Context: an optimization exercise on an open-source flow, tuned for small area and a short achievable clock period. The choices shown serve that exercise and are no tape-out recipe. Where RTL was checked, it was by simulation tests only, not by an equivalence proof against the original. The clock input has no modelled driver; a real chip could not lean on it and would need a root buffer or a full tree. Power figures rest on the tool's default switching activity, not on a simulated workload.

==> run a <==
// alu_top
module alu_top (
	input clk,
	input [31:0] a, b,
	input cin, binv, sel1, sel0,
	output reg [31:0] result,
	output reg co, zero, ovr);
clock: 16.0 ns
lec_check: 0
cap_margin: 20
core_margin: 2
core_utilization: 40
slew_margin: 20
synth_hierarchical: 1
standard.sh (not shown) runs the stock make flow with config.mk's settings and CLKGATE_MAP_FILE= SYNTH_SCRIPT=/design/flow/synth_recipe.tcl, a recipe that flattens the netlist after the stock synthesis.
==> flow/flow/run.sh <==
#!/bin/bash
# Layout flow: the standard ORFS flow (standard.sh, unchanged synthesis) with
#  - every non-sequential cell set to its smallest size right after synthesis, so that
#    the resizer sizes up only what timing needs (flow/downsize.tcl, before floorplan);
#  - port buffers buf_1 on inputs (BUFFER_PORTS_ARGS) and buf_2 on outputs
#    (flow/outbuf.tcl, right after global placement) instead of the default cell;
#  - a one-level clock tree: the clock port drives 4 clock buffers, each driving a
#    cluster of flip-flops (flow/clocktree.tcl, right after CTS);
#  - a setup margin for the resizer's timing repair (the clock and constraints are the standard flow's).
set -euo pipefail
HERE=$(pwd)
source "$HERE/flow/settings.sh"
export PRE_FLOORPLAN_TCL="$HERE/flow/downsize.tcl"
export BUFFER_PORTS_ARGS="-inputs -buffer_cell sky130_fd_sc_hd__buf_1"
export POST_GLOBAL_PLACE_TCL="$HERE/flow/outbuf.tcl"
export POST_CTS_TCL="$HERE/flow/clocktree.tcl"
# timing is repaired after the clock tree is replaced (global route step), not before
export SKIP_CTS_REPAIR_TIMING=1
bash standard.sh > "$HERE/standard_flow.log" 2>&1
==> flow/flow/clocktree.tcl <==
set nbuf 4
if {[info exists ::env(CLK_NBUF)]} { set nbuf $::env(CLK_NBUF) }
set bufcell sky130_fd_sc_hd__clkbuf_16
if {[info exists ::env(CLK_BUFCELL)]} { set bufcell $::env(CLK_BUFCELL) }
set block [ord::get_db_block]
set db [ord::get_db]
set clknet [$block findNet clk]
# walk the tree from the port: collect buffers, nets and flip-flop clock pins
set bufs {}
set nets {}
set sinks {}
set todo [list $clknet]
while {[llength $todo]} {
  set net [lindex $todo 0]
  set todo [lrange $todo 1 end]
  foreach it [$net getITerms] {
    if {![$it isInputSignal]} { continue }
    set inst [$it getInst]
    set m [[$inst getMaster] getName]
    if {[string match "*clkbuf*" $m] || [string match "*__buf_*" $m] || [string match "*clkinv*" $m] || [string match "*__inv_*" $m]} {
      set drives 0
      foreach o [$inst getITerms] {
        if {[$o isOutputSignal] && [$o getNet] ne "NULL"} { set drives 1 }
      }
      if {[string match "*inv*" $m] && $drives} { error "clocktree.tcl: inverter $m in the clock tree" }
      lappend bufs $inst
      foreach o [$inst getITerms] {
        if {[$o isOutputSignal] && [$o getNet] ne "NULL"} { lappend todo [$o getNet]; lappend nets [$o getNet] }
      }
    } elseif {![string match "*dfxtp*" $m] && [string match "clkload*" [$inst getName]]} {
      # a dummy load that CTS added for balancing: its output drives nothing
      foreach o [$inst getITerms] {
        if {[$o isOutputSignal] && [$o getNet] ne "NULL"} { error "clocktree.tcl: clock load [$inst getName] drives a net" }
      }
      lappend bufs $inst
    } else {
      lappend sinks $it
    }
  }
}
puts "clocktree.tcl: [llength $bufs] clock buffers, [llength $sinks] sinks"
foreach it $sinks {
  if {![string match "*dfxtp*" [[[$it getInst] getMaster] getName]]} { error "clocktree.tcl: unexpected clock sink [[$it getInst] getName]" }
}
# remove the old tree
foreach it $sinks { $it disconnect }
foreach inst $bufs { odb::dbInst_destroy $inst }
foreach net $nets { odb::dbNet_destroy $net }
# k-means on sink locations
set pts {}
foreach it $sinks {
  set bb [[$it getInst] getBBox]
  lappend pts [list [expr {([$bb xMin] + [$bb xMax]) / 2.0}] [expr {([$bb yMin] + [$bb yMax]) / 2.0}]]
}
set n [llength $pts]
set cent {}
set sorted [lsort -real -index 0 $pts]
for {set k 0} {$k < $nbuf} {incr k} { lappend cent [lindex $sorted [expr {int(($k + 0.5) * $n / $nbuf)}]] }
for {set iter 0} {$iter < 50} {incr iter} {
  set asg {}
  foreach p $pts {
    set best 0; set bd 1e30
    for {set k 0} {$k < $nbuf} {incr k} {
      set c [lindex $cent $k]
      set d [expr {pow([lindex $p 0] - [lindex $c 0], 2) + pow([lindex $p 1] - [lindex $c 1], 2)}]
      if {$d < $bd} { set bd $d; set best $k }
    }
    lappend asg $best
  }
  set nc {}
  for {set k 0} {$k < $nbuf} {incr k} {
    set sx 0; set sy 0; set c 0
    foreach p $pts a $asg { if {$a == $k} { set sx [expr {$sx + [lindex $p 0]}]; set sy [expr {$sy + [lindex $p 1]}]; incr c } }
    if {$c} { lappend nc [list [expr {$sx / $c}] [expr {$sy / $c}]] } else { lappend nc [lindex $cent $k] }
  }
  set cent $nc
}
set master [$db findMaster $bufcell]
for {set k 0} {$k < $nbuf} {incr k} {
  set inst [odb::dbInst_create $block $master "clkbuf_flat_$k"]
  set net [odb::dbNet_create $block "clknet_flat_$k"]
  $net setSigType CLOCK
  [$inst findITerm A] connect $clknet
  [$inst findITerm X] connect $net
  set c [lindex $cent $k]
  $inst setLocation [expr {int([lindex $c 0])}] [expr {int([lindex $c 1])}]
  $inst setPlacementStatus PLACED
  set cnt 0
  foreach it $sinks a $asg { if {$a == $k} { $it connect $net; incr cnt } }
  puts "clocktree.tcl: buffer $k at [lindex $c 0] [lindex $c 1] drives $cnt flip-flops"
}
detailed_placement
check_placement -verbose
estimate_parasitics -placement
report_clock_skew
report_worst_slack -max
report_worst_slack -min
Other scripts of this flow, unchanged in this note and not shown: flow/flow/downsize.tcl, flow/flow/outbuf.tcl, flow/flow/settings.sh
==> inputs of run b, as changes to run a <==
--- a/flow/design.v
+++ b/flow/design.v
@@ -290,22 +290,17 @@
 alu_ao221 u_r0 (result[0], isadd, sum0, isslt, sum31, lg0);
 wire nt31;
 alu_nor2 u_nt31 (nt31, g[31], p[31]);
 wire gn31, pn31;
 alu_inv u_gn31 (gn31, g[31]);
 alu_inv u_pn31 (pn31, p[31]);
 alu_oai21 u_co (co, gn31, pn31, G57);
 alu_mux2 u_ov (ovr, nt31, g[31], G57);
-wire zsn, zl, zln, en;
-alu_nand32 u_zs (zsn, sumn);           
-alu_and32 u_zl (zl, lgn);              
-alu_inv u_zln (zln, zl);
-alu_mux2 u_en (en, zln, sum31, isslt);   
-alu_mux2i u_z (zero, en, zsn, isadd);
+alu_zero32 u_zero (zero, result);
 endmodule
 module alu_dec (output isadd, isslt, nisadd, nsel1, sor, input sel1, sel0);
 assign isadd = sel1 & ~sel0;
 assign isslt = sel1 & sel0;
 assign nisadd = ~sel1 | sel0;
 assign nsel1 = ~sel1;
 assign sor = ~sel1 & sel0;
 endmodule
@@ -347,31 +342,11 @@
 assign y = (a1 & a2) | b1;
 endmodule
 module alu_ao221 (output y, input a1, a2, b1, b2, c1);
 assign y = (a1 & a2) | (b1 & b2) | c1;
 endmodule
 module alu_mux2 (output y, input d0, d1, s);
 assign y = s ? d1 : d0;
 endmodule
-module alu_mux2i (output y, input d0, d1, s);
-assign y = ~(s ? d1 : d0);
-endmodule
-module alu_and32 (output z, input [31:0] r);
-assign z = &r;
-endmodule
-module alu_nand32 (output z, input [31:0] r);
-wire [15:0] l1;
-wire [7:0] l2;
-wire [3:0] l3;
-wire [1:0] l4;
-alu_tnand2 u_l1 [15:0] (l1, r[31:16], r[15:0]);
-alu_tnor2 u_l2 [7:0] (l2, l1[15:8], l1[7:0]);
-alu_tnand2 u_l3 [3:0] (l3, l2[7:4], l2[3:0]);
-alu_tnor2 u_l4 [1:0] (l4, l3[3:2], l3[1:0]);
-alu_tnand2 u_l5 (z, l4[1], l4[0]);
-endmodule
-module alu_tnand2 (output y, input a, b);
-assign y = ~(a & b);
-endmodule
-module alu_tnor2 (output y, input a, b);
-assign y = ~(a | b);
+module alu_zero32 (output z, input [31:0] r);
+assign z = ~|r;
 endmodule
--- a/flow/flow/clocktree.tcl
+++ b/flow/flow/clocktree.tcl
@@ -22,22 +22,16 @@
       foreach o [$inst getITerms] {
         if {[$o isOutputSignal] && [$o getNet] ne "NULL"} { set drives 1 }
       }
       if {[string match "*inv*" $m] && $drives} { error "clocktree.tcl: inverter $m in the clock tree" }
       lappend bufs $inst
       foreach o [$inst getITerms] {
         if {[$o isOutputSignal] && [$o getNet] ne "NULL"} { lappend todo [$o getNet]; lappend nets [$o getNet] }
       }
-    } elseif {![string match "*dfxtp*" $m] && [string match "clkload*" [$inst getName]]} {
-      # a dummy load that CTS added for balancing: its output drives nothing
-      foreach o [$inst getITerms] {
-        if {[$o isOutputSignal] && [$o getNet] ne "NULL"} { error "clocktree.tcl: clock load [$inst getName] drives a net" }
-      }
-      lappend bufs $inst
     } else {
       lappend sinks $it
     }
   }
 }
 puts "clocktree.tcl: [llength $bufs] clock buffers, [llength $sinks] sinks"
 foreach it $sinks {
   if {![string match "*dfxtp*" [[[$it getInst] getMaster] getName]]} { error "clocktree.tcl: unexpected clock sink [[$it getInst] getName]" }
==> flow/config.mk (replaced) <==
export PLATFORM = sky130hd
export DESIGN_NAME = alu_top
export DESIGN_NICKNAME = alu_top
export VERILOG_FILES = /design/flow/design.v
export SDC_FILE = /design/flow/constraint.sdc
export NUM_CORES = 4
export LEC_CHECK = 0
export CAP_MARGIN = 20
export CORE_MARGIN = 2
export CORE_UTILIZATION = 60
export SLEW_MARGIN = 20
export SYNTH_HIERARCHICAL = 1
==> summary of the runs <==
Sequential cell count is the same in run b and run a. Against run a, the clock skew of run b is lower by 4.0 ps. Against run a, the via count of run b is smaller by about 1.5%. Between run b and run a, the lower cell area is in run b (gap about 2.2%, measured against run a). Combinational power: run b is lower than run a (about 10%).
Only the layout flow was run in run a; the RTL was not checked for function there. No run of this note takes its clock network from TritonCTS; it comes from the design's own scripts or RTL.


==> inputs of build 95 <==
Another version of the RTL of alu_top (not shown whole).
Design alu_top, start of the top module:
module alu_top (
	input clk,
	input [31:0] a, b,
	input cin, binv, sel1, sel0,
	output reg [31:0] result,
	output reg co, zero, ovr);
Settings: LEC_CHECK=0, CAP_MARGIN=20, CORE_MARGIN=2, CORE_UTILIZATION=40, SLEW_MARGIN=20, SYNTH_HIERARCHICAL=1; clock period 16.0 ns.
==> flow/flow/run.sh <==
#!/bin/bash
# Layout flow: the standard ORFS flow (standard.sh, unchanged synthesis) with
#  - every non-sequential cell set to its smallest size right after synthesis, so that
#    the resizer sizes up only what timing needs (flow/downsize.tcl, before floorplan);
#  - port buffers buf_1 on inputs (BUFFER_PORTS_ARGS) and buf_2 on outputs
#    (flow/outbuf.tcl, right after global placement) instead of the default cell;
#  - a setup margin for the resizer's timing repair (the clock and constraints are the standard flow's).
set -euo pipefail
HERE=$(pwd)
source "$HERE/flow/settings.sh"
export PRE_FLOORPLAN_TCL="$HERE/flow/downsize.tcl"
export BUFFER_PORTS_ARGS="-inputs -buffer_cell sky130_fd_sc_hd__buf_1"
export POST_GLOBAL_PLACE_TCL="$HERE/flow/outbuf.tcl"
bash standard.sh > "$HERE/standard_flow.log" 2>&1
==> flow/flow/downsize.tcl <==
# Set every combinational cell to the smallest drive strength of its kind that the
# library offers and the platform allows; flip-flops are left as synthesis made them.
set n 0
foreach inst [[ord::get_db_block] getInsts] {
  set m [[$inst getMaster] getName]
  if {![regexp {^(sky130_fd_sc_hd__)([a-z0-9]+)_(\d+)$} $m -> pre fn sz]} { continue }
  if {[string match "df*" $fn] || [string match "conb" $fn]} { continue }
  foreach s {0 1 2} {
    if {$s >= $sz} { break }
    set cand ${pre}${fn}_$s
    if {[lsearch -exact $::env(DONT_USE_CELLS) $cand] >= 0} { continue }
    if {[get_lib_cells -quiet */$cand] eq ""} { continue }
    replace_cell [$inst getName] $cand
    incr n
    break
  }
}
puts "downsize.tcl: $n cells set to a smaller size"
==> flow/flow/outbuf.tcl <==
# Buffer every output port (the inputs were buffered just before global placement).
buffer_ports -outputs -buffer_cell sky130_fd_sc_hd__buf_2
==> flow/flow/settings.sh <==
export SETUP_SLACK_MARGIN=12.0
==> build 24: changes against build 95 <==
--- a/flow/design.v
+++ b/flow/design.v
@@ -290,20 +290,13 @@
 alu_ao221 u_r0 (result[0], isadd, sum[0], isslt, sum[31], lg[0]);
 wire g31, t31;
 alu_inv u_g31 (g31, gn[31]);
 alu_inv u_t31 (t31, tn[31]);
 alu_ao21 u_co (co, t31, G58, g31);
 alu_mux2 u_ov (ovr, g31, tn[31], G58);
-wire [31:0] zx;
-alu_xnor2 u_zx [31:0] (zx, p, {tn[30:0], ~cin});   
-wire zadd, zlog, zoth, s31n;
-alu_zero32 u_zadd (zadd, zx);
-alu_zero32 u_zlog (zlog, lg);
-alu_mux2 u_zoth (zoth, zlog, zadd, isadd);
-alu_inv u_s31n (s31n, sum[31]);
-alu_mux2 u_z (zero, zoth, s31n, isslt);
+alu_zero32 u_zero (zero, result);
 endmodule
 module alu_dec (output isadd, isslt, nsand, nsor, input sel1, sel0);
 assign isadd = sel1 & ~sel0;
 assign isslt = sel1 & sel0;
 assign nsand = sel1 | sel0;
 assign nsor = sel1 | ~sel0;
==> flow/flow/run.sh (replaced) <==
#!/bin/bash
# Layout flow: the standard ORFS flow (standard.sh, unchanged synthesis) with
#  - every non-sequential cell set to its smallest size right after synthesis, so that
#    the resizer sizes up only what timing needs (flow/downsize.tcl, before floorplan);
#  - port buffers buf_1 on inputs (BUFFER_PORTS_ARGS) and buf_2 on outputs
#    (flow/outbuf.tcl, right after global placement) instead of the default cell;
#  - a one-level clock tree: the clock port drives 4 clock buffers, each driving a
#    cluster of flip-flops (flow/clocktree.tcl, right after CTS);
#  - a setup margin for the resizer's timing repair (the clock and constraints are the standard flow's).
set -euo pipefail
HERE=$(pwd)
source "$HERE/flow/settings.sh"
export PRE_FLOORPLAN_TCL="$HERE/flow/downsize.tcl"
export BUFFER_PORTS_ARGS="-inputs -buffer_cell sky130_fd_sc_hd__buf_1"
export POST_GLOBAL_PLACE_TCL="$HERE/flow/outbuf.tcl"
export POST_CTS_TCL="$HERE/flow/clocktree.tcl"
# timing is repaired after the clock tree is replaced (global route step), not before
export SKIP_CTS_REPAIR_TIMING=1
bash standard.sh > "$HERE/standard_flow.log" 2>&1
==> flow/flow/clocktree.tcl (new file) <==
set nbuf 4
if {[info exists ::env(CLK_NBUF)]} { set nbuf $::env(CLK_NBUF) }
set bufcell sky130_fd_sc_hd__clkbuf_16
if {[info exists ::env(CLK_BUFCELL)]} { set bufcell $::env(CLK_BUFCELL) }
set block [ord::get_db_block]
set db [ord::get_db]
set clknet [$block findNet clk]
# walk the tree from the port: collect buffers, nets and flip-flop clock pins
set bufs {}
set nets {}
set sinks {}
set todo [list $clknet]
while {[llength $todo]} {
  set net [lindex $todo 0]
  set todo [lrange $todo 1 end]
  foreach it [$net getITerms] {
    if {![$it isInputSignal]} { continue }
    set inst [$it getInst]
    set m [[$inst getMaster] getName]
    if {[string match "*clkbuf*" $m] || [string match "*__buf_*" $m] || [string match "*clkinv*" $m] || [string match "*__inv_*" $m]} {
      set drives 0
      foreach o [$inst getITerms] {
        if {[$o isOutputSignal] && [$o getNet] ne "NULL"} { set drives 1 }
      }
      if {[string match "*inv*" $m] && $drives} { error "clocktree.tcl: inverter $m in the clock tree" }
      lappend bufs $inst
      foreach o [$inst getITerms] {
        if {[$o isOutputSignal] && [$o getNet] ne "NULL"} { lappend todo [$o getNet]; lappend nets [$o getNet] }
      }
    } else {
      lappend sinks $it
    }
  }
}
puts "clocktree.tcl: [llength $bufs] clock buffers, [llength $sinks] sinks"
foreach it $sinks {
  if {![string match "*dfxtp*" [[[$it getInst] getMaster] getName]]} { error "clocktree.tcl: unexpected clock sink [[$it getInst] getName]" }
}
# remove the old tree
foreach it $sinks { $it disconnect }
foreach inst $bufs { odb::dbInst_destroy $inst }
foreach net $nets { odb::dbNet_destroy $net }
# k-means on sink locations
set pts {}
foreach it $sinks {
  set bb [[$it getInst] getBBox]
  lappend pts [list [expr {([$bb xMin] + [$bb xMax]) / 2.0}] [expr {([$bb yMin] + [$bb yMax]) / 2.0}]]
}
set n [llength $pts]
set cent {}
set sorted [lsort -real -index 0 $pts]
for {set k 0} {$k < $nbuf} {incr k} { lappend cent [lindex $sorted [expr {int(($k + 0.5) * $n / $nbuf)}]] }
for {set iter 0} {$iter < 50} {incr iter} {
  set asg {}
  foreach p $pts {
    set best 0; set bd 1e30
    for {set k 0} {$k < $nbuf} {incr k} {
      set c [lindex $cent $k]
      set d [expr {pow([lindex $p 0] - [lindex $c 0], 2) + pow([lindex $p 1] - [lindex $c 1], 2)}]
      if {$d < $bd} { set bd $d; set best $k }
    }
    lappend asg $best
  }
  set nc {}
  for {set k 0} {$k < $nbuf} {incr k} {
    set sx 0; set sy 0; set c 0
    foreach p $pts a $asg { if {$a == $k} { set sx [expr {$sx + [lindex $p 0]}]; set sy [expr {$sy + [lindex $p 1]}]; incr c } }
    if {$c} { lappend nc [list [expr {$sx / $c}] [expr {$sy / $c}]] } else { lappend nc [lindex $cent $k] }
  }
  set cent $nc
}
set master [$db findMaster $bufcell]
for {set k 0} {$k < $nbuf} {incr k} {
  set inst [odb::dbInst_create $block $master "clkbuf_flat_$k"]
  set net [odb::dbNet_create $block "clknet_flat_$k"]
  $net setSigType CLOCK
  [$inst findITerm A] connect $clknet
  [$inst findITerm X] connect $net
  set c [lindex $cent $k]
  $inst setLocation [expr {int([lindex $c 0])}] [expr {int([lindex $c 1])}]
  $inst setPlacementStatus PLACED
  set cnt 0
  foreach it $sinks a $asg { if {$a == $k} { $it connect $net; incr cnt } }
  puts "clocktree.tcl: buffer $k at [lindex $c 0] [lindex $c 1] drives $cnt flip-flops"
}
detailed_placement
check_placement -verbose
estimate_parasitics -placement
report_clock_skew
report_worst_slack -max
report_worst_slack -min
==> flow/flow/settings.sh (replaced) <==
export SETUP_SLACK_MARGIN=12.15
- CORE_UTILIZATION: 40 -> 60
==> trial 9: changes against build 95 <==
--- a/flow/design.v
+++ b/flow/design.v
@@ -290,20 +290,13 @@
 alu_ao221 u_r0 (result[0], isadd, sum[0], isslt, sum[31], lg[0]);
 wire g31, t31;
 alu_inv u_g31 (g31, gn[31]);
 alu_inv u_t31 (t31, tn[31]);
 alu_ao21 u_co (co, t31, G58, g31);
 alu_mux2 u_ov (ovr, g31, tn[31], G58);
-wire [31:0] zx;
-alu_xnor2 u_zx [31:0] (zx, p, {tn[30:0], ~cin});   
-wire zadd, zlog, zoth, s31n;
-alu_zero32 u_zadd (zadd, zx);
-alu_zero32 u_zlog (zlog, lg);
-alu_mux2 u_zoth (zoth, zlog, zadd, isadd);
-alu_inv u_s31n (s31n, sum[31]);
-alu_mux2 u_z (zero, zoth, s31n, isslt);
+alu_zero32 u_zero (zero, result);
 endmodule
 module alu_dec (output isadd, isslt, nsand, nsor, input sel1, sel0);
 assign isadd = sel1 & ~sel0;
 assign isslt = sel1 & sel0;
 assign nsand = sel1 | sel0;
 assign nsor = sel1 | ~sel0;
==> flow/flow/settings.sh (replaced) <==
export SETUP_SLACK_MARGIN=11.8
==> summary of the runs <==
The lowest die area belongs to build 24, the highest to build 95.
The highest sequential share of layout area belongs to build 24, the lowest to build 95.
Via count: trial 9 < build 24 < build 95.
Between trial 9 and build 95, the lower sequential power is in trial 9 (gap about 2%, measured against build 95).
The lowest routed wire length belongs to build 24, the highest to build 95.
First-iteration DRC count, lowest first: trial 9, build 24, build 95.
Of build 95 and trial 9, build 95 has the higher synthesized cell count (gap about 11%, measured against trial 9).
Between build 24 and build 95, the lower worst hold slack is in build 24 (gap 0.047 ns).
Utilization: trial 9 < build 95 < build 24.
Of trial 9 and build 95, build 95 has the higher final cell count (gap 7.1%, measured against build 95).
==> figures <==
	build 95	build 24	trial 9
Run status	timing/DRC/antenna clean	timing/DRC/antenna clean	timing/DRC/antenna clean
Setup crit end	zero	result[27]	zero
CTS hold repair buffers	0	-	0
Number of levels in the clock H-tree	3	-	3
Met1 wire length	4.64 mm	3.90 mm	4.10 mm
Slowest cell on crit path	dfxtp_2	dfxtp_2	dfxtp_1
Total leakage power	2.32 nW	2.17 nW	2.19 nW
Hold slack	0.659 ns	0.612 ns	0.631 ns
Ratio of cells with drive above 1 in the final layout	0.125	0.107	0.107
RR Endpoint	result[30]$_DFF_P_	zero$_DFF_P_	zero$_DFF_P_
Highest clock rate	249 MHz	261 MHz	246 MHz
Syn_nets	554	507	507
Internal cell power	0.445 mW	0.383 mW	0.402 mW
Power Sequential	0.291 mW	0.289 mW	0.286 mW
Vias in the first global route	3505	3162	3254
Most area-hungry cell class in the final design	multi-input combinational cells	registers	registers
Repair and plain buffers	106	-	107
Vias	3612	3393	3285
Worst-Margin Slew	0.713 ns	0.782 ns	0.444 ns
Sequential cell area share	0.384	0.433	0.423
Largest net degree at the start of global routing	34	33	33
Count of placed standard cells including taps	730	620	678
No functional check of the RTL was part of build 95. In build 24 the design's own scripts or RTL, not TritonCTS, make the clock network.

==> port drivers added, routing unchanged <==
In the flow no input, the clock included, has a driving cell. The finished layouts below were timed again as built, in two steps. Step 1 sets driving cells, clkbuf_16 on the clock port and buf_2 on the other inputs (assumed; they add their load-dependent delay and slew). Step 2 moves the port delays by t, midway between the first and last clock arrival at a register: inputs arrive t later, outputs are due t later. That takes back most of the time a late clock gives input paths. Slacks: ideal ports / drivers / drivers and shift; pairs: ideal ports / drivers.
run	shift t [ns]	slack for setup (ns)	worst hold slack (ns)	pins driven straight from the clock port
run a	0.234	12.136 / 12.056 / 12.290	0.651 / 0.651 / 0.651	4
run b	0.232	12.151 / 12.074 / 12.306	0.678 / 0.678 / 0.678	4
build 95	0.397	11.982 / 11.951 / 12.348	0.659 / 0.659 / 0.659	1
build 24	0.235	12.175 / 12.095 / 12.330	0.612 / 0.612 / 0.612	4
trial 9	0.386	11.941 / 11.910 / 12.197	0.631 / 0.631 / 0.631	1
After both steps every run listed still meets setup and hold.
